Background: an optimization exercise with open tools, aiming at small area, a short achievable clock period and few clock cycles. Do not read the settings as production practice.
Only simulation tests tie the RTL to the original design; equivalence was not proved.

$ cat design/flow/design.v
module multiplier ( input  wire clk, start, is_signed,
                    input  wire [31:0] a, b,
                    output wire [63:0] s,
                    output reg  done
                   );
  reg  [32:0] ar;       
  reg  [65:0] r;        
  reg         bp;       
  reg         corr;     
  reg  [1:0] step;
  wire [33:0] h = r[65:32];
  wire [31:0] l = r[31:0];
  wire last = (step == 2'd3);
  wire cl = corr & last;
  wire hs1 = ~h[33];
  wire one2 = l[0] ^ bp;
  wire two3 = (l[1] & ~l[0] & ~bp) | (~l[1] & l[0] & bp);
  wire pp4 = (one2 & ar[0]) ^ l[1];
  wire pp5;
  PP u6 (one2, two3, l[1], ar[1], ar[0], pp5);
  wire pp7;
  PP u8 (one2, two3, l[1], ar[2], ar[1], pp7);
  wire pp9;
  PP u10 (one2, two3, l[1], ar[3], ar[2], pp9);
  wire pp11;
  PP u12 (one2, two3, l[1], ar[4], ar[3], pp11);
  wire pp13;
  PP u14 (one2, two3, l[1], ar[5], ar[4], pp13);
  wire pp15;
  PP u16 (one2, two3, l[1], ar[6], ar[5], pp15);
  wire pp17;
  PP u18 (one2, two3, l[1], ar[7], ar[6], pp17);
  wire pp19;
  PP u20 (one2, two3, l[1], ar[8], ar[7], pp19);
  wire pp21;
  PP u22 (one2, two3, l[1], ar[9], ar[8], pp21);
  wire pp23;
  PP u24 (one2, two3, l[1], ar[10], ar[9], pp23);
  wire pp25;
  PP u26 (one2, two3, l[1], ar[11], ar[10], pp25);
  wire pp27;
  PP u28 (one2, two3, l[1], ar[12], ar[11], pp27);
  wire pp29;
  PP u30 (one2, two3, l[1], ar[13], ar[12], pp29);
  wire pp31;
  PP u32 (one2, two3, l[1], ar[14], ar[13], pp31);
  wire pp33;
  PP u34 (one2, two3, l[1], ar[15], ar[14], pp33);
  wire pp35;
  PP u36 (one2, two3, l[1], ar[16], ar[15], pp35);
  wire pp37;
  PP u38 (one2, two3, l[1], ar[17], ar[16], pp37);
  wire pp39;
  PP u40 (one2, two3, l[1], ar[18], ar[17], pp39);
  wire pp41;
  PP u42 (one2, two3, l[1], ar[19], ar[18], pp41);
  wire pp43;
  PP u44 (one2, two3, l[1], ar[20], ar[19], pp43);
  wire pp45;
  PP u46 (one2, two3, l[1], ar[21], ar[20], pp45);
  wire pp47;
  PP u48 (one2, two3, l[1], ar[22], ar[21], pp47);
  wire pp49;
  PP u50 (one2, two3, l[1], ar[23], ar[22], pp49);
  wire pp51;
  PP u52 (one2, two3, l[1], ar[24], ar[23], pp51);
  wire pp53;
  PP u54 (one2, two3, l[1], ar[25], ar[24], pp53);
  wire pp55;
  PP u56 (one2, two3, l[1], ar[26], ar[25], pp55);
  wire pp57;
  PP u58 (one2, two3, l[1], ar[27], ar[26], pp57);
  wire pp59;
  PP u60 (one2, two3, l[1], ar[28], ar[27], pp59);
  wire pp61;
  PP u62 (one2, two3, l[1], ar[29], ar[28], pp61);
  wire pp63;
  PP u64 (one2, two3, l[1], ar[30], ar[29], pp63);
  wire pp65;
  PP u66 (one2, two3, l[1], ar[31], ar[30], pp65);
  wire pp67;
  PP u68 (one2, two3, l[1], ar[32], ar[31], pp67);
  wire pp69 = ~(((one2 | two3) & ar[32]) ^ l[1]);
  wire one70 = l[2] ^ l[1];
  wire two71 = (l[3] & ~l[2] & ~l[1]) | (~l[3] & l[2] & l[1]);
  wire pp72 = (one70 & ar[0]) ^ l[3];
  wire pp73;
  PP u74 (one70, two71, l[3], ar[1], ar[0], pp73);
  wire pp75;
  PP u76 (one70, two71, l[3], ar[2], ar[1], pp75);
  wire pp77;
  PP u78 (one70, two71, l[3], ar[3], ar[2], pp77);
  wire pp79;
  PP u80 (one70, two71, l[3], ar[4], ar[3], pp79);
  wire pp81;
  PP u82 (one70, two71, l[3], ar[5], ar[4], pp81);
  wire pp83;
  PP u84 (one70, two71, l[3], ar[6], ar[5], pp83);
  wire pp85;
  PP u86 (one70, two71, l[3], ar[7], ar[6], pp85);
  wire pp87;
  PP u88 (one70, two71, l[3], ar[8], ar[7], pp87);
  wire pp89;
  PP u90 (one70, two71, l[3], ar[9], ar[8], pp89);
  wire pp91;
  PP u92 (one70, two71, l[3], ar[10], ar[9], pp91);
  wire pp93;
  PP u94 (one70, two71, l[3], ar[11], ar[10], pp93);
  wire pp95;
  PP u96 (one70, two71, l[3], ar[12], ar[11], pp95);
  wire pp97;
  PP u98 (one70, two71, l[3], ar[13], ar[12], pp97);
  wire pp99;
  PP u100 (one70, two71, l[3], ar[14], ar[13], pp99);
  wire pp101;
  PP u102 (one70, two71, l[3], ar[15], ar[14], pp101);
  wire pp103;
  PP u104 (one70, two71, l[3], ar[16], ar[15], pp103);
  wire pp105;
  PP u106 (one70, two71, l[3], ar[17], ar[16], pp105);
  wire pp107;
  PP u108 (one70, two71, l[3], ar[18], ar[17], pp107);
  wire pp109;
  PP u110 (one70, two71, l[3], ar[19], ar[18], pp109);
  wire pp111;
  PP u112 (one70, two71, l[3], ar[20], ar[19], pp111);
  wire pp113;
  PP u114 (one70, two71, l[3], ar[21], ar[20], pp113);
  wire pp115;
  PP u116 (one70, two71, l[3], ar[22], ar[21], pp115);
  wire pp117;
  PP u118 (one70, two71, l[3], ar[23], ar[22], pp117);
  wire pp119;
  PP u120 (one70, two71, l[3], ar[24], ar[23], pp119);
  wire pp121;
  PP u122 (one70, two71, l[3], ar[25], ar[24], pp121);
  wire pp123;
  PP u124 (one70, two71, l[3], ar[26], ar[25], pp123);
  wire pp125;
  PP u126 (one70, two71, l[3], ar[27], ar[26], pp125);
  wire pp127;
  PP u128 (one70, two71, l[3], ar[28], ar[27], pp127);
  wire pp129;
  PP u130 (one70, two71, l[3], ar[29], ar[28], pp129);
  wire pp131;
  PP u132 (one70, two71, l[3], ar[30], ar[29], pp131);
  wire pp133;
  PP u134 (one70, two71, l[3], ar[31], ar[30], pp133);
  wire pp135;
  PP u136 (one70, two71, l[3], ar[32], ar[31], pp135);
  wire pp137 = ~(((one70 | two71) & ar[32]) ^ l[3]);
  wire one138 = l[4] ^ l[3];
  wire two139 = (l[5] & ~l[4] & ~l[3]) | (~l[5] & l[4] & l[3]);
  wire pp140 = (one138 & ar[0]) ^ l[5];
  wire pp141;
  PP u142 (one138, two139, l[5], ar[1], ar[0], pp141);
  wire pp143;
  PP u144 (one138, two139, l[5], ar[2], ar[1], pp143);
  wire pp145;
  PP u146 (one138, two139, l[5], ar[3], ar[2], pp145);
  wire pp147;
  PP u148 (one138, two139, l[5], ar[4], ar[3], pp147);
  wire pp149;
  PP u150 (one138, two139, l[5], ar[5], ar[4], pp149);
  wire pp151;
  PP u152 (one138, two139, l[5], ar[6], ar[5], pp151);
  wire pp153;
  PP u154 (one138, two139, l[5], ar[7], ar[6], pp153);
  wire pp155;
  PP u156 (one138, two139, l[5], ar[8], ar[7], pp155);
  wire pp157;
  PP u158 (one138, two139, l[5], ar[9], ar[8], pp157);
  wire pp159;
  PP u160 (one138, two139, l[5], ar[10], ar[9], pp159);
  wire pp161;
  PP u162 (one138, two139, l[5], ar[11], ar[10], pp161);
  wire pp163;
  PP u164 (one138, two139, l[5], ar[12], ar[11], pp163);
  wire pp165;
  PP u166 (one138, two139, l[5], ar[13], ar[12], pp165);
  wire pp167;
  PP u168 (one138, two139, l[5], ar[14], ar[13], pp167);
  wire pp169;
  PP u170 (one138, two139, l[5], ar[15], ar[14], pp169);
  wire pp171;
  PP u172 (one138, two139, l[5], ar[16], ar[15], pp171);
  wire pp173;
  PP u174 (one138, two139, l[5], ar[17], ar[16], pp173);
  wire pp175;
  PP u176 (one138, two139, l[5], ar[18], ar[17], pp175);
  wire pp177;
  PP u178 (one138, two139, l[5], ar[19], ar[18], pp177);
  wire pp179;
  PP u180 (one138, two139, l[5], ar[20], ar[19], pp179);
  wire pp181;
  PP u182 (one138, two139, l[5], ar[21], ar[20], pp181);
  wire pp183;
  PP u184 (one138, two139, l[5], ar[22], ar[21], pp183);
  wire pp185;
  PP u186 (one138, two139, l[5], ar[23], ar[22], pp185);
  wire pp187;
  PP u188 (one138, two139, l[5], ar[24], ar[23], pp187);
  wire pp189;
  PP u190 (one138, two139, l[5], ar[25], ar[24], pp189);
  wire pp191;
  PP u192 (one138, two139, l[5], ar[26], ar[25], pp191);
  wire pp193;
  PP u194 (one138, two139, l[5], ar[27], ar[26], pp193);
  wire pp195;
  PP u196 (one138, two139, l[5], ar[28], ar[27], pp195);
  wire pp197;
  PP u198 (one138, two139, l[5], ar[29], ar[28], pp197);
  wire pp199;
  PP u200 (one138, two139, l[5], ar[30], ar[29], pp199);
  wire pp201;
  PP u202 (one138, two139, l[5], ar[31], ar[30], pp201);
  wire pp203;
  PP u204 (one138, two139, l[5], ar[32], ar[31], pp203);
  wire pp205 = ~(((one138 | two139) & ar[32]) ^ l[5]);
  wire one206 = l[6] ^ l[5];
  wire two207 = (l[7] & ~l[6] & ~l[5]) | (~l[7] & l[6] & l[5]);
  wire pp208 = (one206 & ar[0]) ^ l[7];
  wire pp209;
  PP u210 (one206, two207, l[7], ar[1], ar[0], pp209);
  wire pp211;
  PP u212 (one206, two207, l[7], ar[2], ar[1], pp211);
  wire pp213;
  PP u214 (one206, two207, l[7], ar[3], ar[2], pp213);
  wire pp215;
  PP u216 (one206, two207, l[7], ar[4], ar[3], pp215);
  wire pp217;
  PP u218 (one206, two207, l[7], ar[5], ar[4], pp217);
  wire pp219;
  PP u220 (one206, two207, l[7], ar[6], ar[5], pp219);
  wire pp221;
  PP u222 (one206, two207, l[7], ar[7], ar[6], pp221);
  wire pp223;
  PP u224 (one206, two207, l[7], ar[8], ar[7], pp223);
  wire pp225;
  PP u226 (one206, two207, l[7], ar[9], ar[8], pp225);
  wire pp227;
  PP u228 (one206, two207, l[7], ar[10], ar[9], pp227);
  wire pp229;
  PP u230 (one206, two207, l[7], ar[11], ar[10], pp229);
  wire pp231;
  PP u232 (one206, two207, l[7], ar[12], ar[11], pp231);
  wire pp233;
  PP u234 (one206, two207, l[7], ar[13], ar[12], pp233);
  wire pp235;
  PP u236 (one206, two207, l[7], ar[14], ar[13], pp235);
  wire pp237;
  PP u238 (one206, two207, l[7], ar[15], ar[14], pp237);
  wire pp239;
  PP u240 (one206, two207, l[7], ar[16], ar[15], pp239);
  wire pp241;
  PP u242 (one206, two207, l[7], ar[17], ar[16], pp241);
  wire pp243;
  PP u244 (one206, two207, l[7], ar[18], ar[17], pp243);
  wire pp245;
  PP u246 (one206, two207, l[7], ar[19], ar[18], pp245);
  wire pp247;
  PP u248 (one206, two207, l[7], ar[20], ar[19], pp247);
  wire pp249;
  PP u250 (one206, two207, l[7], ar[21], ar[20], pp249);
  wire pp251;
  PP u252 (one206, two207, l[7], ar[22], ar[21], pp251);
  wire pp253;
  PP u254 (one206, two207, l[7], ar[23], ar[22], pp253);
  wire pp255;
  PP u256 (one206, two207, l[7], ar[24], ar[23], pp255);
  wire pp257;
  PP u258 (one206, two207, l[7], ar[25], ar[24], pp257);
  wire pp259;
  PP u260 (one206, two207, l[7], ar[26], ar[25], pp259);
  wire pp261;
  PP u262 (one206, two207, l[7], ar[27], ar[26], pp261);
  wire pp263;
  PP u264 (one206, two207, l[7], ar[28], ar[27], pp263);
  wire pp265;
  PP u266 (one206, two207, l[7], ar[29], ar[28], pp265);
  wire pp267;
  PP u268 (one206, two207, l[7], ar[30], ar[29], pp267);
  wire pp269;
  PP u270 (one206, two207, l[7], ar[31], ar[30], pp269);
  wire pp271;
  PP u272 (one206, two207, l[7], ar[32], ar[31], pp271);
  wire pp273 = ~(((one206 | two207) & ar[32]) ^ l[7]);
  wire pc274 = cl & ar[0];
  wire pc275 = cl & ar[1];
  wire pc276 = cl & ar[2];
  wire pc277 = cl & ar[3];
  wire pc278 = cl & ar[4];
  wire pc279 = cl & ar[5];
  wire pc280 = cl & ar[6];
  wire pc281 = cl & ar[7];
  wire pc282 = cl & ar[8];
  wire pc283 = cl & ar[9];
  wire pc284 = cl & ar[10];
  wire pc285 = cl & ar[11];
  wire pc286 = cl & ar[12];
  wire pc287 = cl & ar[13];
  wire pc288 = cl & ar[14];
  wire pc289 = cl & ar[15];
  wire pc290 = cl & ar[16];
  wire pc291 = cl & ar[17];
  wire pc292 = cl & ar[18];
  wire pc293 = cl & ar[19];
  wire pc294 = cl & ar[20];
  wire pc295 = cl & ar[21];
  wire pc296 = cl & ar[22];
  wire pc297 = cl & ar[23];
  wire pc298 = cl & ar[24];
  wire pc299 = cl & ar[25];
  wire pc300 = cl & ar[26];
  wire pc301 = cl & ar[27];
  wire pc302 = cl & ar[28];
  wire pc303 = cl & ar[29];
  wire pc304 = cl & ar[30];
  wire pc305 = cl & ar[31];
  wire cf306 = ~pc300;
  wire cf307 = ~pc302;
  wire cf308 = ~pc304;
  wire h309, h310;
  HA u311 (h[0], l[1], h309, h310);
  wire h312, h313;
  HA u314 (h[1], h310, h312, h313);
  wire f315, f316;
  FA u317 (pp7, h[2], l[3], f315, f316);
  wire h318, h319;
  HA u320 (pp72, h313, h318, h319);
  wire f321, f322;
  FA u323 (pp9, h[3], pp73, f321, f322);
  wire h324, h325;
  HA u326 (h319, f316, h324, h325);
  wire f327, f328;
  FA u329 (pp11, h[4], l[5], f327, f328);
  wire f330, f331;
  FA u332 (f322, pp140, pp75, f330, f331);
  wire h333, h334;
  HA u335 (f327, h325, h333, h334);
  wire f336, f337;
  FA u338 (pp141, h[5], pp13, f336, f337);
  wire f339, f340;
  FA u341 (f336, pp77, f328, f339, f340);
  wire h342, h343;
  HA u344 (f331, h334, h342, h343);
  wire f345, f346;
  FA u347 (pp143, h[6], l[7], f345, f346);
  wire f348, f349;
  FA u350 (pp79, pp15, pp208, f348, f349);
  wire f351, f352;
  FA u353 (f348, f337, f345, f351, f352);
  wire h354, h355;
  HA u356 (f340, f351, h354, h355);
  wire f357, f358;
  FA u359 (pp17, h[7], pp145, f357, f358);
  wire f360, f361;
  FA u362 (f346, pp209, pp81, f360, f361);
  wire f363, f364;
  FA u365 (f360, f349, f357, f363, f364);
  wire h366, h367;
  HA u368 (f352, h355, h366, h367);
  wire f369, f370;
  FA u371 (pp147, h[8], pc274, f369, f370);
  wire f372, f373;
  FA u374 (pp83, pp19, pp211, f372, f373);
  wire f375, f376;
  FA u377 (f372, f358, f369, f375, f376);
  wire f378, f379;
  FA u380 (f364, f361, f375, f378, f379);
  wire f381, f382;
  FA u383 (pp149, h[9], pc275, f381, f382);
  wire f384, f385;
  FA u386 (pp85, pp21, pp213, f384, f385);
  wire f387, f388;
  FA u389 (f381, f370, f373, f387, f388);
  wire f390, f391;
  FA u392 (f387, f384, f376, f390, f391);
  wire f393, f394;
  FA u395 (pp151, h[10], pc276, f393, f394);
  wire f396, f397;
  FA u398 (pp87, pp215, pp23, f396, f397);
  wire f399, f400;
  FA u401 (f393, f382, f385, f399, f400);
  wire f402, f403;
  FA u404 (f399, f396, f388, f402, f403);
  wire f405, f406;
  FA u407 (pp153, h[11], pc277, f405, f406);
  wire f408, f409;
  FA u410 (pp89, pp217, pp25, f408, f409);
  wire f411, f412;
  FA u413 (f405, f394, f397, f411, f412);
  wire f414, f415;
  FA u416 (f411, f408, f400, f414, f415);
  wire f417, f418;
  FA u419 (pp155, h[12], pc278, f417, f418);
  wire f420, f421;
  FA u422 (pp91, pp219, pp27, f420, f421);
  wire f423, f424;
  FA u425 (f417, f406, f409, f423, f424);
  wire f426, f427;
  FA u428 (f423, f420, f412, f426, f427);
  wire f429, f430;
  FA u431 (pp157, h[13], pc279, f429, f430);
  wire f432, f433;
  FA u434 (pp93, pp221, pp29, f432, f433);
  wire f435, f436;
  FA u437 (f429, f418, f421, f435, f436);
  wire f438, f439;
  FA u440 (f435, f432, f424, f438, f439);
  wire f441, f442;
  FA u443 (pp159, h[14], pc280, f441, f442);
  wire f444, f445;
  FA u446 (pp95, pp223, pp31, f444, f445);
  wire f447, f448;
  FA u449 (f441, f430, f433, f447, f448);
  wire f450, f451;
  FA u452 (f447, f444, f436, f450, f451);
  wire f453, f454;
  FA u455 (pp161, h[15], pc281, f453, f454);
  wire f456, f457;
  FA u458 (pp97, pp225, pp33, f456, f457);
  wire f459, f460;
  FA u461 (f453, f442, f445, f459, f460);
  wire f462, f463;
  FA u464 (f459, f456, f448, f462, f463);
  wire f465, f466;
  FA u467 (pp163, h[16], pc282, f465, f466);
  wire f468, f469;
  FA u470 (pp99, pp227, pp35, f468, f469);
  wire f471, f472;
  FA u473 (f465, f454, f457, f471, f472);
  wire f474, f475;
  FA u476 (f471, f468, f460, f474, f475);
  wire f477, f478;
  FA u479 (pp101, h[17], pc283, f477, f478);
  wire f480, f481;
  FA u482 (pp37, pp165, pp229, f480, f481);
  wire f483, f484;
  FA u485 (f477, f466, f469, f483, f484);
  wire f486, f487;
  FA u488 (f483, f480, f472, f486, f487);
  wire f489, f490;
  FA u491 (pp103, h[18], pc284, f489, f490);
  wire f492, f493;
  FA u494 (pp39, pp167, pp231, f492, f493);
  wire f495, f496;
  FA u497 (f489, f478, f481, f495, f496);
  wire f498, f499;
  FA u500 (f495, f492, f484, f498, f499);
  wire f501, f502;
  FA u503 (pp105, h[19], pc285, f501, f502);
  wire f504, f505;
  FA u506 (pp41, pp169, pp233, f504, f505);
  wire f507, f508;
  FA u509 (f501, f490, f493, f507, f508);
  wire f510, f511;
  FA u512 (f507, f504, f496, f510, f511);
  wire f513, f514;
  FA u515 (pp107, h[20], pc286, f513, f514);
  wire f516, f517;
  FA u518 (pp43, pp171, pp235, f516, f517);
  wire f519, f520;
  FA u521 (f513, f502, f505, f519, f520);
  wire f522, f523;
  FA u524 (f519, f516, f508, f522, f523);
  wire f525, f526;
  FA u527 (pp109, h[21], pc287, f525, f526);
  wire f528, f529;
  FA u530 (pp45, pp173, pp237, f528, f529);
  wire f531, f532;
  FA u533 (f525, f514, f517, f531, f532);
  wire f534, f535;
  FA u536 (f531, f528, f520, f534, f535);
  wire f537, f538;
  FA u539 (pp111, h[22], pc288, f537, f538);
  wire f540, f541;
  FA u542 (pp47, pp175, pp239, f540, f541);
  wire f543, f544;
  FA u545 (f537, f526, f529, f543, f544);
  wire f546, f547;
  FA u548 (f543, f540, f532, f546, f547);
  wire f549, f550;
  FA u551 (pp113, h[23], pc289, f549, f550);
  wire f552, f553;
  FA u554 (pp49, pp177, pp241, f552, f553);
  wire f555, f556;
  FA u557 (f549, f538, f541, f555, f556);
  wire f558, f559;
  FA u560 (f555, f552, f544, f558, f559);
  wire f561, f562;
  FA u563 (pp115, h[24], pc290, f561, f562);
  wire f564, f565;
  FA u566 (pp51, pp179, pp243, f564, f565);
  wire f567, f568;
  FA u569 (f561, f550, f553, f567, f568);
  wire f570, f571;
  FA u572 (f567, f564, f556, f570, f571);
  wire f573, f574;
  FA u575 (pp117, h[25], pc291, f573, f574);
  wire f576, f577;
  FA u578 (pp53, pp181, pp245, f576, f577);
  wire f579, f580;
  FA u581 (f573, f562, f565, f579, f580);
  wire f582, f583;
  FA u584 (f579, f576, f568, f582, f583);
  wire f585, f586;
  FA u587 (pp119, h[26], pc292, f585, f586);
  wire f588, f589;
  FA u590 (pp55, pp183, pp247, f588, f589);
  wire f591, f592;
  FA u593 (f585, f574, f577, f591, f592);
  wire f594, f595;
  FA u596 (f591, f588, f580, f594, f595);
  wire f597, f598;
  FA u599 (pp121, h[27], pc293, f597, f598);
  wire f600, f601;
  FA u602 (pp57, pp185, pp249, f600, f601);
  wire f603, f604;
  FA u605 (f597, f586, f589, f603, f604);
  wire f606, f607;
  FA u608 (f603, f600, f592, f606, f607);
  wire f609, f610;
  FA u611 (pp123, h[28], pc294, f609, f610);
  wire f612, f613;
  FA u614 (pp59, pp187, pp251, f612, f613);
  wire f615, f616;
  FA u617 (f609, f598, f601, f615, f616);
  wire f618, f619;
  FA u620 (f615, f612, f604, f618, f619);
  wire f621, f622;
  FA u623 (pp125, h[29], pc295, f621, f622);
  wire f624, f625;
  FA u626 (pp61, pp189, pp253, f624, f625);
  wire f627, f628;
  FA u629 (f621, f610, f613, f627, f628);
  wire f630, f631;
  FA u632 (f627, f624, f616, f630, f631);
  wire f633, f634;
  FA u635 (pp127, h[30], pc296, f633, f634);
  wire f636, f637;
  FA u638 (pp63, pp191, pp255, f636, f637);
  wire f639, f640;
  FA u641 (f633, f622, f625, f639, f640);
  wire f642, f643;
  FA u644 (f639, f636, f628, f642, f643);
  wire f645, f646;
  FA u647 (pp129, h[31], pc297, f645, f646);
  wire f648, f649;
  FA u650 (pp65, pp193, pp257, f648, f649);
  wire f651, f652;
  FA u653 (f645, f634, f637, f651, f652);
  wire f654, f655;
  FA u656 (f651, f648, f640, f654, f655);
  wire f657, f658;
  FA u659 (pp131, h[32], pc298, f657, f658);
  wire f660, f661;
  FA u662 (pp67, pp195, pp259, f660, f661);
  wire f663, f664;
  FA u665 (f657, f646, f649, f663, f664);
  wire f666, f667;
  FA u668 (f663, f660, f652, f666, f667);
  wire f669, f670;
  FA u671 (pp133, hs1, pc299, f669, f670);
  wire f672, f673;
  FA u674 (pp69, pp197, pp261, f672, f673);
  wire f675, f676;
  FA u677 (f669, f658, f661, f675, f676);
  wire f678, f679;
  FA u680 (f675, f672, f664, f678, f679);
  wire f681, f682;
  FA u683 (pp199, cf306, pp135, f681, f682);
  wire f684, f685;
  FA u686 (f673, pp263, f670, f684, f685);
  wire f687, f688;
  FA u689 (f676, f681, f684, f687, f688);
  wire f690, f691;
  FA u692 (pp137, pc300, pc301, f690, f691);
  wire f693, f694;
  FA u695 (f682, pp201, pp265, f693, f694);
  wire f696, f697;
  FA u698 (f693, f690, f685, f696, f697);
  wire f699, f700;
  FA u701 (pp267, cf307, pp203, f699, f700);
  wire f702, f703;
  FA u704 (f694, f691, f699, f702, f703);
  wire f705, f706;
  FA u707 (pp205, pc302, pc303, f705, f706);
  wire f708, f709;
  FA u710 (f705, pp269, f700, f708, f709);
  wire f711, f712;
  FA u713 (f706, cf308, pp271, f711, f712);
  wire f714, f715;
  FA u716 (pp273, pc304, pc305, f714, f715);
  wire g717, g718;
  PGN u719 (pp4, h309, g717, g718);
  wire g720, g721;
  PGN u722 (pp5, h312, g720, g721);
  wire g723, g724;
  PGN u725 (f315, h318, g723, g724);
  wire g726, g727;
  PGN u728 (f321, h324, g726, g727);
  wire g729, g730;
  PGN u731 (f330, h333, g729, g730);
  wire g732, g733;
  PGN u734 (f339, h342, g732, g733);
  wire g735, g736;
  PGN u737 (h343, h354, g735, g736);
  wire g738, g739;
  PGN u740 (f363, h366, g738, g739);
  wire g741, g742;
  PGN u743 (h367, f378, g741, g742);
  wire g744, g745;
  PGN u746 (f379, f390, g744, g745);
  wire g747, g748;
  PGN u749 (f391, f402, g747, g748);
  wire g750, g751;
  PGN u752 (f403, f414, g750, g751);
  wire g753, g754;
  PGN u755 (f415, f426, g753, g754);
  wire g756, g757;
  PGN u758 (f427, f438, g756, g757);
  wire g759, g760;
  PGN u761 (f439, f450, g759, g760);
  wire g762, g763;
  PGN u764 (f451, f462, g762, g763);
  wire g765, g766;
  PGN u767 (f463, f474, g765, g766);
  wire g768, g769;
  PGN u770 (f475, f486, g768, g769);
  wire g771, g772;
  PGN u773 (f487, f498, g771, g772);
  wire g774, g775;
  PGN u776 (f499, f510, g774, g775);
  wire g777, g778;
  PGN u779 (f511, f522, g777, g778);
  wire g780, g781;
  PGN u782 (f523, f534, g780, g781);
  wire g783, g784;
  PGN u785 (f535, f546, g783, g784);
  wire g786, g787;
  PGN u788 (f547, f558, g786, g787);
  wire g789, g790;
  PGN u791 (f559, f570, g789, g790);
  wire g792, g793;
  PGN u794 (f571, f582, g792, g793);
  wire g795, g796;
  PGN u797 (f583, f594, g795, g796);
  wire g798, g799;
  PGN u800 (f595, f606, g798, g799);
  wire g801, g802;
  PGN u803 (f607, f618, g801, g802);
  wire g804, g805;
  PGN u806 (f619, f630, g804, g805);
  wire g807, g808;
  PGN u809 (f631, f642, g807, g808);
  wire g810, g811;
  PGN u812 (f643, f654, g810, g811);
  wire g813, g814;
  PGN u815 (f655, f666, g813, g814);
  wire g816, g817;
  PGN u818 (f667, f678, g816, g817);
  wire g819, g820;
  PGN u821 (f679, f687, g819, g820);
  wire g822, g823;
  PGN u824 (f688, f696, g822, g823);
  wire g825, g826;
  PGN u827 (f697, f702, g825, g826);
  wire g828, g829;
  PGN u830 (f703, f708, g828, g829);
  wire g831, g832;
  PGN u833 (f709, f711, g831, g832);
  wire g834, g835;
  PGN u836 (f712, f714, g834, g835);
  wire g837, g838;
  PGN u839 (1'b1, f715, g837, g838);
  wire n840 = ~1'b1;
  wire k841;
  NODEI u842 (g721, g720, g718, k841);
  wire k843, k844;
  NODEIP u845 (g724, g723, g721, g720, k843, k844);
  wire k846, k847;
  NODEIP u848 (g727, g726, g724, g723, k846, k847);
  wire k849, k850;
  NODEIP u851 (g730, g729, g727, g726, k849, k850);
  wire k852, k853;
  NODEIP u854 (g733, g732, g730, g729, k852, k853);
  wire k855, k856;
  NODEIP u857 (g736, g735, g733, g732, k855, k856);
  wire k858, k859;
  NODEIP u860 (g739, g738, g736, g735, k858, k859);
  wire k861, k862;
  NODEIP u863 (g742, g741, g739, g738, k861, k862);
  wire k864, k865;
  NODEIP u866 (g745, g744, g742, g741, k864, k865);
  wire k867, k868;
  NODEIP u869 (g748, g747, g745, g744, k867, k868);
  wire k870, k871;
  NODEIP u872 (g751, g750, g748, g747, k870, k871);
  wire k873, k874;
  NODEIP u875 (g754, g753, g751, g750, k873, k874);
  wire k876, k877;
  NODEIP u878 (g757, g756, g754, g753, k876, k877);
  wire k879, k880;
  NODEIP u881 (g760, g759, g757, g756, k879, k880);
  wire k882, k883;
  NODEIP u884 (g763, g762, g760, g759, k882, k883);
  wire k885, k886;
  NODEIP u887 (g766, g765, g763, g762, k885, k886);
  wire k888, k889;
  NODEIP u890 (g769, g768, g766, g765, k888, k889);
  wire k891, k892;
  NODEIP u893 (g772, g771, g769, g768, k891, k892);
  wire k894, k895;
  NODEIP u896 (g775, g774, g772, g771, k894, k895);
  wire k897, k898;
  NODEIP u899 (g778, g777, g775, g774, k897, k898);
  wire k900, k901;
  NODEIP u902 (g781, g780, g778, g777, k900, k901);
  wire k903, k904;
  NODEIP u905 (g784, g783, g781, g780, k903, k904);
  wire k906, k907;
  NODEIP u908 (g787, g786, g784, g783, k906, k907);
  wire k909, k910;
  NODEIP u911 (g790, g789, g787, g786, k909, k910);
  wire k912, k913;
  NODEIP u914 (g793, g792, g790, g789, k912, k913);
  wire k915, k916;
  NODEIP u917 (g796, g795, g793, g792, k915, k916);
  wire k918, k919;
  NODEIP u920 (g799, g798, g796, g795, k918, k919);
  wire k921, k922;
  NODEIP u923 (g802, g801, g799, g798, k921, k922);
  wire k924, k925;
  NODEIP u926 (g805, g804, g802, g801, k924, k925);
  wire k927, k928;
  NODEIP u929 (g808, g807, g805, g804, k927, k928);
  wire k930, k931;
  NODEIP u932 (g811, g810, g808, g807, k930, k931);
  wire k933, k934;
  NODEIP u935 (g814, g813, g811, g810, k933, k934);
  wire k936, k937;
  NODEIP u938 (g817, g816, g814, g813, k936, k937);
  wire k939, k940;
  NODEIP u941 (g820, g819, g817, g816, k939, k940);
  wire k942, k943;
  NODEIP u944 (g823, g822, g820, g819, k942, k943);
  wire k945, k946;
  NODEIP u947 (g826, g825, g823, g822, k945, k946);
  wire k948, k949;
  NODEIP u950 (g829, g828, g826, g825, k948, k949);
  wire k951, k952;
  NODEIP u953 (g832, g831, g829, g828, k951, k952);
  wire k954, k955;
  NODEIP u956 (g835, g834, g832, g831, k954, k955);
  wire k957, k958;
  NODEIP u959 (g838, g837, g835, g834, k957, k958);
  wire n960 = ~n840;
  wire n961 = ~g838;
  wire q962 = n960 & n961;
  wire n963 = ~g837;
  wire q964 = n960 & n963;
  wire n965 = ~g718;
  wire k966;
  NODE u967 (k843, k844, n965, k966);
  wire k968;
  NODE u969 (k846, k847, k841, k968);
  wire k970, k971;
  NODEP u972 (k849, k850, k843, k844, k970, k971);
  wire k973, k974;
  NODEP u975 (k852, k853, k846, k847, k973, k974);
  wire k976, k977;
  NODEP u978 (k855, k856, k849, k850, k976, k977);
  wire k979, k980;
  NODEP u981 (k858, k859, k852, k853, k979, k980);
  wire k982, k983;
  NODEP u984 (k861, k862, k855, k856, k982, k983);
  wire k985, k986;
  NODEP u987 (k864, k865, k858, k859, k985, k986);
  wire k988, k989;
  NODEP u990 (k867, k868, k861, k862, k988, k989);
  wire k991, k992;
  NODEP u993 (k870, k871, k864, k865, k991, k992);
  wire k994, k995;
  NODEP u996 (k873, k874, k867, k868, k994, k995);
  wire k997, k998;
  NODEP u999 (k876, k877, k870, k871, k997, k998);
  wire k1000, k1001;
  NODEP u1002 (k879, k880, k873, k874, k1000, k1001);
  wire k1003, k1004;
  NODEP u1005 (k882, k883, k876, k877, k1003, k1004);
  wire k1006, k1007;
  NODEP u1008 (k885, k886, k879, k880, k1006, k1007);
  wire k1009, k1010;
  NODEP u1011 (k888, k889, k882, k883, k1009, k1010);
  wire k1012, k1013;
  NODEP u1014 (k891, k892, k885, k886, k1012, k1013);
  wire k1015, k1016;
  NODEP u1017 (k894, k895, k888, k889, k1015, k1016);
  wire k1018, k1019;
  NODEP u1020 (k897, k898, k891, k892, k1018, k1019);
  wire k1021, k1022;
  NODEP u1023 (k900, k901, k894, k895, k1021, k1022);
  wire k1024, k1025;
  NODEP u1026 (k903, k904, k897, k898, k1024, k1025);
  wire k1027, k1028;
  NODEP u1029 (k906, k907, k900, k901, k1027, k1028);
  wire k1030, k1031;
  NODEP u1032 (k909, k910, k903, k904, k1030, k1031);
  wire k1033, k1034;
  NODEP u1035 (k912, k913, k906, k907, k1033, k1034);
  wire k1036, k1037;
  NODEP u1038 (k915, k916, k909, k910, k1036, k1037);
  wire k1039, k1040;
  NODEP u1041 (k918, k919, k912, k913, k1039, k1040);
  wire k1042, k1043;
  NODEP u1044 (k921, k922, k915, k916, k1042, k1043);
  wire k1045, k1046;
  NODEP u1047 (k924, k925, k918, k919, k1045, k1046);
  wire k1048, k1049;
  NODEP u1050 (k927, k928, k921, k922, k1048, k1049);
  wire k1051, k1052;
  NODEP u1053 (k930, k931, k924, k925, k1051, k1052);
  wire k1054, k1055;
  NODEP u1056 (k933, k934, k927, k928, k1054, k1055);
  wire k1057, k1058;
  NODEP u1059 (k936, k937, k930, k931, k1057, k1058);
  wire k1060, k1061;
  NODEP u1062 (k939, k940, k933, k934, k1060, k1061);
  wire k1063, k1064;
  NODEP u1065 (k942, k943, k936, k937, k1063, k1064);
  wire k1066, k1067;
  NODEP u1068 (k945, k946, k939, k940, k1066, k1067);
  wire k1069, k1070;
  NODEP u1071 (k948, k949, k942, k943, k1069, k1070);
  wire k1072, k1073;
  NODEP u1074 (k951, k952, k945, k946, k1072, k1073);
  wire k1075, k1076;
  NODEP u1077 (k954, k955, k948, k949, k1075, k1076);
  wire k1078, k1079;
  NODEP u1080 (k957, k958, k951, k952, k1078, k1079);
  wire k1081, k1082;
  NODEP u1083 (q962, q964, k954, k955, k1081, k1082);
  wire k1084;
  NODEI u1085 (k970, k971, g718, k1084);
  wire n1086 = ~k841;
  wire k1087;
  NODEI u1088 (k973, k974, n1086, k1087);
  wire k1089;
  NODEI u1090 (k976, k977, k966, k1089);
  wire k1091;
  NODEI u1092 (k979, k980, k968, k1091);
  wire k1093, k1094;
  NODEIP u1095 (k982, k983, k970, k971, k1093, k1094);
  wire k1096, k1097;
  NODEIP u1098 (k985, k986, k973, k974, k1096, k1097);
  wire k1099, k1100;
  NODEIP u1101 (k988, k989, k976, k977, k1099, k1100);
  wire k1102, k1103;
  NODEIP u1104 (k991, k992, k979, k980, k1102, k1103);
  wire k1105, k1106;
  NODEIP u1107 (k994, k995, k982, k983, k1105, k1106);
  wire k1108, k1109;
  NODEIP u1110 (k997, k998, k985, k986, k1108, k1109);
  wire k1111, k1112;
  NODEIP u1113 (k1000, k1001, k988, k989, k1111, k1112);
  wire k1114, k1115;
  NODEIP u1116 (k1003, k1004, k991, k992, k1114, k1115);
  wire k1117, k1118;
  NODEIP u1119 (k1006, k1007, k994, k995, k1117, k1118);
  wire k1120, k1121;
  NODEIP u1122 (k1009, k1010, k997, k998, k1120, k1121);
  wire k1123, k1124;
  NODEIP u1125 (k1012, k1013, k1000, k1001, k1123, k1124);
  wire k1126, k1127;
  NODEIP u1128 (k1015, k1016, k1003, k1004, k1126, k1127);
  wire k1129, k1130;
  NODEIP u1131 (k1018, k1019, k1006, k1007, k1129, k1130);
  wire k1132, k1133;
  NODEIP u1134 (k1021, k1022, k1009, k1010, k1132, k1133);
  wire k1135, k1136;
  NODEIP u1137 (k1024, k1025, k1012, k1013, k1135, k1136);
  wire k1138, k1139;
  NODEIP u1140 (k1027, k1028, k1015, k1016, k1138, k1139);
  wire k1141, k1142;
  NODEIP u1143 (k1030, k1031, k1018, k1019, k1141, k1142);
  wire k1144, k1145;
  NODEIP u1146 (k1033, k1034, k1021, k1022, k1144, k1145);
  wire k1147, k1148;
  NODEIP u1149 (k1036, k1037, k1024, k1025, k1147, k1148);
  wire k1150, k1151;
  NODEIP u1152 (k1039, k1040, k1027, k1028, k1150, k1151);
  wire k1153, k1154;
  NODEIP u1155 (k1042, k1043, k1030, k1031, k1153, k1154);
  wire k1156, k1157;
  NODEIP u1158 (k1045, k1046, k1033, k1034, k1156, k1157);
  wire k1159, k1160;
  NODEIP u1161 (k1048, k1049, k1036, k1037, k1159, k1160);
  wire k1162, k1163;
  NODEIP u1164 (k1051, k1052, k1039, k1040, k1162, k1163);
  wire k1165, k1166;
  NODEIP u1167 (k1054, k1055, k1042, k1043, k1165, k1166);
  wire k1168, k1169;
  NODEIP u1170 (k1057, k1058, k1045, k1046, k1168, k1169);
  wire k1171, k1172;
  NODEIP u1173 (k1060, k1061, k1048, k1049, k1171, k1172);
  wire k1174, k1175;
  NODEIP u1176 (k1063, k1064, k1051, k1052, k1174, k1175);
  wire k1177, k1178;
  NODEIP u1179 (k1066, k1067, k1054, k1055, k1177, k1178);
  wire k1180, k1181;
  NODEIP u1182 (k1069, k1070, k1057, k1058, k1180, k1181);
  wire k1183, k1184;
  NODEIP u1185 (k1072, k1073, k1060, k1061, k1183, k1184);
  wire k1186, k1187;
  NODEIP u1188 (k1075, k1076, k1063, k1064, k1186, k1187);
  wire k1189, k1190;
  NODEIP u1191 (k1078, k1079, k1066, k1067, k1189, k1190);
  wire k1192, k1193;
  NODEIP u1194 (k1081, k1082, k1069, k1070, k1192, k1193);
  wire k1195;
  NODE u1196 (k1093, k1094, n965, k1195);
  wire k1197;
  NODE u1198 (k1096, k1097, k841, k1197);
  wire n1199 = ~k966;
  wire k1200;
  NODE u1201 (k1099, k1100, n1199, k1200);
  wire n1202 = ~k968;
  wire k1203;
  NODE u1204 (k1102, k1103, n1202, k1203);
  wire k1205;
  NODE u1206 (k1105, k1106, k1084, k1205);
  wire k1207;
  NODE u1208 (k1108, k1109, k1087, k1207);
  wire k1209;
  NODE u1210 (k1111, k1112, k1089, k1209);
  wire k1211;
  NODE u1212 (k1114, k1115, k1091, k1211);
  wire k1213, k1214;
  NODEP u1215 (k1117, k1118, k1093, k1094, k1213, k1214);
  wire k1216, k1217;
  NODEP u1218 (k1120, k1121, k1096, k1097, k1216, k1217);
  wire k1219, k1220;
  NODEP u1221 (k1123, k1124, k1099, k1100, k1219, k1220);
  wire k1222, k1223;
  NODEP u1224 (k1126, k1127, k1102, k1103, k1222, k1223);
  wire k1225, k1226;
  NODEP u1227 (k1129, k1130, k1105, k1106, k1225, k1226);
  wire k1228, k1229;
  NODEP u1230 (k1132, k1133, k1108, k1109, k1228, k1229);
  wire k1231, k1232;
  NODEP u1233 (k1135, k1136, k1111, k1112, k1231, k1232);
  wire k1234, k1235;
  NODEP u1236 (k1138, k1139, k1114, k1115, k1234, k1235);
  wire k1237, k1238;
  NODEP u1239 (k1141, k1142, k1117, k1118, k1237, k1238);
  wire k1240, k1241;
  NODEP u1242 (k1144, k1145, k1120, k1121, k1240, k1241);
  wire k1243, k1244;
  NODEP u1245 (k1147, k1148, k1123, k1124, k1243, k1244);
  wire k1246, k1247;
  NODEP u1248 (k1150, k1151, k1126, k1127, k1246, k1247);
  wire k1249, k1250;
  NODEP u1251 (k1153, k1154, k1129, k1130, k1249, k1250);
  wire k1252, k1253;
  NODEP u1254 (k1156, k1157, k1132, k1133, k1252, k1253);
  wire k1255, k1256;
  NODEP u1257 (k1159, k1160, k1135, k1136, k1255, k1256);
  wire k1258, k1259;
  NODEP u1260 (k1162, k1163, k1138, k1139, k1258, k1259);
  wire k1261, k1262;
  NODEP u1263 (k1165, k1166, k1141, k1142, k1261, k1262);
  wire k1264, k1265;
  NODEP u1266 (k1168, k1169, k1144, k1145, k1264, k1265);
  wire k1267, k1268;
  NODEP u1269 (k1171, k1172, k1147, k1148, k1267, k1268);
  wire k1270, k1271;
  NODEP u1272 (k1174, k1175, k1150, k1151, k1270, k1271);
  wire k1273, k1274;
  NODEP u1275 (k1177, k1178, k1153, k1154, k1273, k1274);
  wire k1276, k1277;
  NODEP u1278 (k1180, k1181, k1156, k1157, k1276, k1277);
  wire k1279, k1280;
  NODEP u1281 (k1183, k1184, k1159, k1160, k1279, k1280);
  wire k1282, k1283;
  NODEP u1284 (k1186, k1187, k1162, k1163, k1282, k1283);
  wire k1285, k1286;
  NODEP u1287 (k1189, k1190, k1165, k1166, k1285, k1286);
  wire k1288, k1289;
  NODEP u1290 (k1192, k1193, k1168, k1169, k1288, k1289);
  wire k1291;
  NODEI u1292 (k1213, k1214, g718, k1291);
  wire k1293;
  NODEI u1294 (k1216, k1217, n1086, k1293);
  wire k1295;
  NODEI u1296 (k1219, k1220, k966, k1295);
  wire k1297;
  NODEI u1298 (k1222, k1223, k968, k1297);
  wire n1299 = ~k1084;
  wire k1300;
  NODEI u1301 (k1225, k1226, n1299, k1300);
  wire n1302 = ~k1087;
  wire k1303;
  NODEI u1304 (k1228, k1229, n1302, k1303);
  wire n1305 = ~k1089;
  wire k1306;
  NODEI u1307 (k1231, k1232, n1305, k1306);
  wire n1308 = ~k1091;
  wire k1309;
  NODEI u1310 (k1234, k1235, n1308, k1309);
  wire k1311;
  NODEI u1312 (k1237, k1238, k1195, k1311);
  wire k1313;
  NODEI u1314 (k1240, k1241, k1197, k1313);
  wire k1315;
  NODEI u1316 (k1243, k1244, k1200, k1315);
  wire k1317;
  NODEI u1318 (k1246, k1247, k1203, k1317);
  wire k1319;
  NODEI u1320 (k1249, k1250, k1205, k1319);
  wire k1321;
  NODEI u1322 (k1252, k1253, k1207, k1321);
  wire k1323;
  NODEI u1324 (k1255, k1256, k1209, k1323);
  wire k1325;
  NODEI u1326 (k1258, k1259, k1211, k1325);
  wire k1327, k1328;
  NODEIP u1329 (k1261, k1262, k1213, k1214, k1327, k1328);
  wire k1330, k1331;
  NODEIP u1332 (k1264, k1265, k1216, k1217, k1330, k1331);
  wire k1333, k1334;
  NODEIP u1335 (k1267, k1268, k1219, k1220, k1333, k1334);
  wire k1336, k1337;
  NODEIP u1338 (k1270, k1271, k1222, k1223, k1336, k1337);
  wire k1339, k1340;
  NODEIP u1341 (k1273, k1274, k1225, k1226, k1339, k1340);
  wire k1342, k1343;
  NODEIP u1344 (k1276, k1277, k1228, k1229, k1342, k1343);
  wire k1345, k1346;
  NODEIP u1347 (k1279, k1280, k1231, k1232, k1345, k1346);
  wire k1348, k1349;
  NODEIP u1350 (k1282, k1283, k1234, k1235, k1348, k1349);
  wire k1351, k1352;
  NODEIP u1353 (k1285, k1286, k1237, k1238, k1351, k1352);
  wire k1354, k1355;
  NODEIP u1356 (k1288, k1289, k1240, k1241, k1354, k1355);
  wire k1357;
  NODE u1358 (k1327, k1328, n965, k1357);
  wire k1359;
  NODE u1360 (k1330, k1331, k841, k1359);
  wire k1361;
  NODE u1362 (k1333, k1334, n1199, k1361);
  wire k1363;
  NODE u1364 (k1336, k1337, n1202, k1363);
  wire k1365;
  NODE u1366 (k1339, k1340, k1084, k1365);
  wire k1367;
  NODE u1368 (k1342, k1343, k1087, k1367);
  wire k1369;
  NODE u1370 (k1345, k1346, k1089, k1369);
  wire k1371;
  NODE u1372 (k1348, k1349, k1091, k1371);
  wire n1373 = ~k1195;
  wire k1374;
  NODE u1375 (k1351, k1352, n1373, k1374);
  wire n1376 = ~k1197;
  wire k1377;
  NODE u1378 (k1354, k1355, n1376, k1377);
  wire r1379 = ~g717;
  wire r1380 = g720 ^ g718;
  wire r1381 = ~(g723 ^ k841);
  wire r1382 = g726 ^ k966;
  wire r1383 = g729 ^ k968;
  wire r1384 = ~(g732 ^ k1084);
  wire r1385 = ~(g735 ^ k1087);
  wire r1386 = ~(g738 ^ k1089);
  wire r1387 = ~(g741 ^ k1091);
  wire r1388 = g744 ^ k1195;
  wire r1389 = g747 ^ k1197;
  wire r1390 = g750 ^ k1200;
  wire r1391 = g753 ^ k1203;
  wire r1392 = g756 ^ k1205;
  wire r1393 = g759 ^ k1207;
  wire r1394 = g762 ^ k1209;
  wire r1395 = g765 ^ k1211;
  wire r1396 = ~(g768 ^ k1291);
  wire r1397 = ~(g771 ^ k1293);
  wire r1398 = ~(g774 ^ k1295);
  wire r1399 = ~(g777 ^ k1297);
  wire r1400 = ~(g780 ^ k1300);
  wire r1401 = ~(g783 ^ k1303);
  wire r1402 = ~(g786 ^ k1306);
  wire r1403 = ~(g789 ^ k1309);
  wire r1404 = ~(g792 ^ k1311);
  wire r1405 = ~(g795 ^ k1313);
  wire r1406 = ~(g798 ^ k1315);
  wire r1407 = ~(g801 ^ k1317);
  wire r1408 = ~(g804 ^ k1319);
  wire r1409 = ~(g807 ^ k1321);
  wire r1410 = ~(g810 ^ k1323);
  wire r1411 = ~(g813 ^ k1325);
  wire r1412 = g816 ^ k1357;
  wire r1413 = g819 ^ k1359;
  wire r1414 = g822 ^ k1361;
  wire r1415 = g825 ^ k1363;
  wire r1416 = g828 ^ k1365;
  wire r1417 = g831 ^ k1367;
  wire r1418 = g834 ^ k1369;
  wire r1419 = g837 ^ k1371;
  wire r1420 = ~(1'b1 ^ k1374);
  wire [41:0] v = {r1420, r1419, r1418, r1417, r1416, r1415, r1414, r1413, r1412, r1411, r1410, r1409, r1408, r1407, r1406, r1405, r1404, r1403, r1402, r1401, r1400, r1399, r1398, r1397, r1396, r1395, r1394, r1393, r1392, r1391, r1390, r1389, r1388, r1387, r1386, r1385, r1384, r1383, r1382, r1381, r1380, r1379};
  assign s = r[63:0];
  always @(posedge clk)
    if (start) begin
      ar   <= {is_signed & a[31], a};
      r    <= {34'd0, b};
      bp   <= 1'b0;
      corr <= b[31] & ~is_signed;
      step <= 2'd0;
      done <= 1'b0;
    end else if (!done) begin
      r    <= {v, l[31:8]};
      bp   <= l[7];
      step <= step + 2'd1;
      done <= last;
    end
endmodule
module PP (input wire one, two, neg, x, y, output wire p);
  assign p = ((one & x) | (two & y)) ^ neg;
endmodule
module FA (input wire x, y, z, output wire s, c);
  assign s = x ^ y ^ z;
  assign c = (x & y) | (x & z) | (y & z);
endmodule
module FX (input wire x, y, z, output wire s, c);
  wire t;
  X2 x1 (x, y, t);
  X2 x2 (t, z, s);
  MAJ m (x, y, z, c);
endmodule
module X2 (input wire x, y, output wire s);
  assign s = x ^ y;
endmodule
module MAJ (input wire x, y, z, output wire c);
  assign c = (x & y) | (x & z) | (y & z);
endmodule
module HA (input wire x, y, output wire s, c);
  assign s = x ^ y;
  assign c = x & y;
endmodule
module PGN (input wire x, y, output wire pn, gn);
  assign pn = ~(x ^ y);
  assign gn = ~(x & y);
endmodule
module NODE (input wire gh, ph, gl, output wire gn);
  assign gn = ~(gh | (ph & gl));
endmodule
module NODEP (input wire gh, ph, gl, pl, output wire gn, pn);
  assign gn = ~(gh | (ph & gl));
  assign pn = ~(ph & pl);
endmodule
module NODEI (input wire ghn, phn, gln, output wire g);
  assign g = ~(ghn & (phn | gln));
endmodule
module NODEIP (input wire ghn, phn, gln, pln, output wire g, p);
  assign g = ~(ghn & (phn | gln));
  assign p = ~(phn | pln);
endmodule
$ cat design/flow/run.sh
#!/bin/bash
# synth_recipe.tcl (not shown) runs the flow's synth.tcl, then flattens the netlist and writes it again
# the make line also repeats each setting of config.mk as NAME=value (left out here)
make -C /OpenROAD-flow-scripts/flow DESIGN_CONFIG=/design/flow/config.mk WORK_HOME=/design/flow/orfs CLKGATE_MAP_FILE= SYNTH_SCRIPT=/design/flow/synth_recipe.tcl finish
$ cat design/flow/config.mk
export PLATFORM = sky130hd
export DESIGN_NAME = multiplier
export DESIGN_NICKNAME = multiplier
export VERILOG_FILES = /design/flow/design.v
export SDC_FILE = /design/flow/constraint.sdc
export NUM_CORES = 4
export LEC_CHECK = 0
export CAP_MARGIN = 20
export CORE_MARGIN = 2
export CORE_UTILIZATION = 40
export SETUP_SLACK_MARGIN = 2.0
export SLEW_MARGIN = 20
export SYNTH_HIERARCHICAL = 1
$ cat design/flow/constraint.sdc
create_clock -name core_clock -period 6.0 [get_ports {clk}]
set_input_delay 1.2000 -clock core_clock [delete_from_list [all_inputs] [get_ports {clk}]]
set_output_delay 1.2000 -clock core_clock [all_outputs]
set_load 0.01 [all_outputs]
==> impl_results.md <==
- Drt drc: 0
- Diodes inserted: 0
- Yosys reg bits: 104
- EDFF count, synth: 66
- Setup CP Type: reg2reg
- Syn nets: 1492
- CTS tree: done
- WL final: 41.7 mm
- Critical path buffers and inverters: 5
- Status: timing/DRC/antenna clean
- Port buffer count: 131
- Commonest non-fill, non-tap cells in the layout: 130 x clkdlybuf4s50_1, 128 x a22oi_2, 124 x xnor2_1
- Final worst path period share: 80.8%
- GRT Util Overall: 24.5%
- Starting DRT DRC Count: 525
- Most Frequent Cell on Critical Path: fa_2
- Ys async rst share: 0%
- Die height: 186 um
- Worst EP arrival: 5.17 ns
- Clock Tree Root: clkbuf_16
- Fmax achieved: 0.206 GHz
- Nets: 1664
- Full die area: 0.0344 mm2
- Hold Path Class: reg2reg
- Vias in the first global route: 10490
- Synthesized area: 0.0132 mm2
- Total clock buffers created by CTS: 9
- Post-route ant nets: 0
- Pin count of the biggest net entering global routing: 86
- Pre-CTS setup slack: 0.721 ns
- Setup violators final: 0
- Synth warn: 7
- Via count: 10078
- Hold_buf cts: 0
- Gpl congestion: 0.950
- Die W: 186 um
- Synth top area share: 19.4%
- RSZ-0062 raised after global routing: true
- Critical path cell sequence: buf_6, buf_12, xor2_4, buf_6, buf_12, a22oi_2, xnor2_2, fa_2, fa_2, fa_2, ha_4, inv_6, nor2_4, a21oi_4, o21ai_4, a21oi_2, o21ai_2, xnor2_2, mux2i_1, nor2_1
- MaxCap Viol Count: 0
- Delay-heaviest family, CP: adder cells
- Pins Over Slew Limit: 0
- Synth area leader: fa_1
- Cell variety after synth: 32
- Hold WS: 0.514 ns
- Gr ovfl total: 0
- Worst Path Required: 6.32 ns
- Largest cells by area after synthesis: fa_1 19%, edfxtp_1 15%, a22oi_2 12%
- Crit Path Max Fanout: 6
- First-pass DRT Iterations: 6
- Clk_skew: 0.0154 ns
- Syn-to-layout area delta: 32.4%
- Commonest non-fill, non-tap cell in the layout: clkdlybuf4s50_1
- Proportion of layout cells with a drive suffix above 1: 45.9%
- Routed wire per std cell: 22.4 um
- Max Root-Sink Buffers: 2
- Register area share after synthesis: 20.8%
- Htree depth: 3
- Slowest CP cell: fa_2
- CTS sink cnt: 104
- CP endpoint kind: flip-flop
- Final instance area: 0.0174 mm2
- Final Hold Fails: 0
- Detailed Place HPWL: 30.4 mm
- Placeable core region: 0.0325 mm2
- Placed Area: 0.0153 mm2
- Initial core utilization: 40.6%
- Prevailing post-synth register cell: edfxtp_1
- Worst skew pair latency: 0.39 ns
- Tmin final: 4.85 ns
- Slew @ Worst Pin: 0.836 ns
- Syn Area/Cell: 10.6 um2
- Via/cell ratio: 5.40
- Gate Count Post-Synth: 1247
- Slew HR: 44.3%
- Setup WS post-layout: 1.15 ns
- IO Pins: 132
- First-pass GRT wire length: 62.7 mm
- Initial antenna violation count: 0
- Clock-pin slew on the worst setup and hold paths: 0.08 ns
- Delay of the slowest cell on the worst path: 0.60 ns
- Rows: 66
- Worst Setup Start Kind: flip-flop
cells in the mapped netlist (24+ instances only):
master,instances
mux2_2,24
a22oi_2,128
inv_1,95
o21ai_2,81
ha_1,50
a21oi_2,81
xnor2_1,152
nor2_1,124
buf_4,37
and3_1,29
nand2_1,78
fa_1,128
mux2i_1,38
edfxtp_1,66
dfxtp_1,38
Yosys stat by module, one instance, submodules excluded:
module	flip-flops and latches	area, um2	copies in the design	cells
FA	0	20.0	128	1
HA	0	12.5	8	1
NODE	0	8.76	19	1
NODEI	0	5.00	21	1
NODEIP	0	12.5	81	2
NODEP	0	12.5	62	2
PGN	0	20.0	41	3
PP	0	21.3	128	2
multiplier	104	4910	1	406
path summary, 6_finish.rpt:
kind                                      startpoint              endpoint  slack, ns  cells past startpoint
worst max-delay path                  r[1]$_DFFE_PP_    r[50]$_SDFFE_PP0N_       1.15                     20
worst min-delay path            step[1]$_SDFFE_PP0N_  step[1]$_SDFFE_PP0N_       0.51                      2
worst max register to register        r[1]$_DFFE_PP_    r[50]$_SDFFE_PP0N_       1.15                     20
worst min register to register  step[1]$_SDFFE_PP0N_  step[1]$_SDFFE_PP0N_       0.51                      2
worst reg2reg max path: stages, from the launching register on:
cell	delay, ns
edfxtp_1	0.47
buf_6	0.18
buf_12	0.12
xor2_4	0.18
buf_6	0.16
buf_12	0.15
a22oi_2	0.20
xnor2_2	0.12
fa_2	0.60
fa_2	0.44
fa_2	0.57
ha_4	0.22
inv_6	0.09
nor2_4	0.07
a21oi_4	0.23
o21ai_4	0.10
a21oi_2	0.25
o21ai_2	0.12
xnor2_2	0.26
mux2i_1	0.11
nor2_1	0.13
timing repair:
action | in CTS | in global routing
hold endpoints to repair | 0 | 0
resized for setup | 118 | 144
pin swaps | 38 | 56
gates cloned | 1 | 3
setup buffers | 35 | 20
endpoints found under the setup margin | 37 | 36
routing by layer:
layer	GRT usage (%)	wire length, um	vias to the layer above	share of wire (%)
li1	-	-	4661	-
met1	32.4	18400	5096	44
met2	41.3	20400	266	49
met3	4.73	1960	55	4.7
met4	5.68	1010	0	2.4
met5	0	0	-	0
final cells by class:
type	count	area, um2
Inverter	95	407
Clock buffer	9	225
Tap cell	442	553
Fill cell	2875	15000
Sequential cell	104	2740
Timing Repair Buffer	217	2290
Multi-Input combinational cell	992	11200
Clock inverter	7	70.1
registers in the layout (all words and copies together), names as in the netlist:
register / cells
corr: 1
done: 1
r: 66
step: 2
bp: 1
ar: 33
metrics by stage:
step | instances | TNS (ns) | util, %
floorplan | 1247 | -64.74 | -
global placement | 1790 | 0 | 47.1
detailed placement | 1790 | 0 | 47.1
CTS | 1842 | 0 | 50.7
global route | 1866 | 0 | 53.8
finish | 1866 | 0 | 53.8
cells by family after synthesis:
| family | count (synthesis) | share of synthesized area [%] |
|---|---|---|
| AOI/OAI and AO/OA | 329 | 24.4 |
| muxes | 62 | 4.94 |
| and+or+nand+nor | 245 | 7.77 |
| other | 1 | 0.0285 |
| DFF | 104 | 20.8 |
| buffers and inverters | 151 | 5.90 |
| adders and majority gates | 178 | 24.2 |
| xor gates and xnor gates | 177 | 11.9 |
Testbench counts, summed over its fixed seeds: cycles 8,000.

-- afterwards: timing with drivers on the ports --
Ports are ideal in the flow. The routed layout listed here was re-timed in OpenROAD. Step 1 assumes that a clkbuf_16 drives the clock port and a buf_2 every other input. Step 2 moves the port delays by t, midway between the first and last clock arrival at a register: inputs arrive t later, outputs are due t later. That takes back most of the time a late clock gives input paths. Three values: ideal ports, drivers, drivers and shift; two values: the first two.
t, ns: 0.438
slack for setup (ns): 1.150 / 1.150 / 1.150
worst setup path after step 2: register to register
clock arrival spread, ns: 0.016 / 0.015
pins driven straight from the clock port: 1
After both steps setup and hold are still met in this run. The setup slack of this run moves by 0.000 ns with the drivers and by 0.000 ns with both steps.
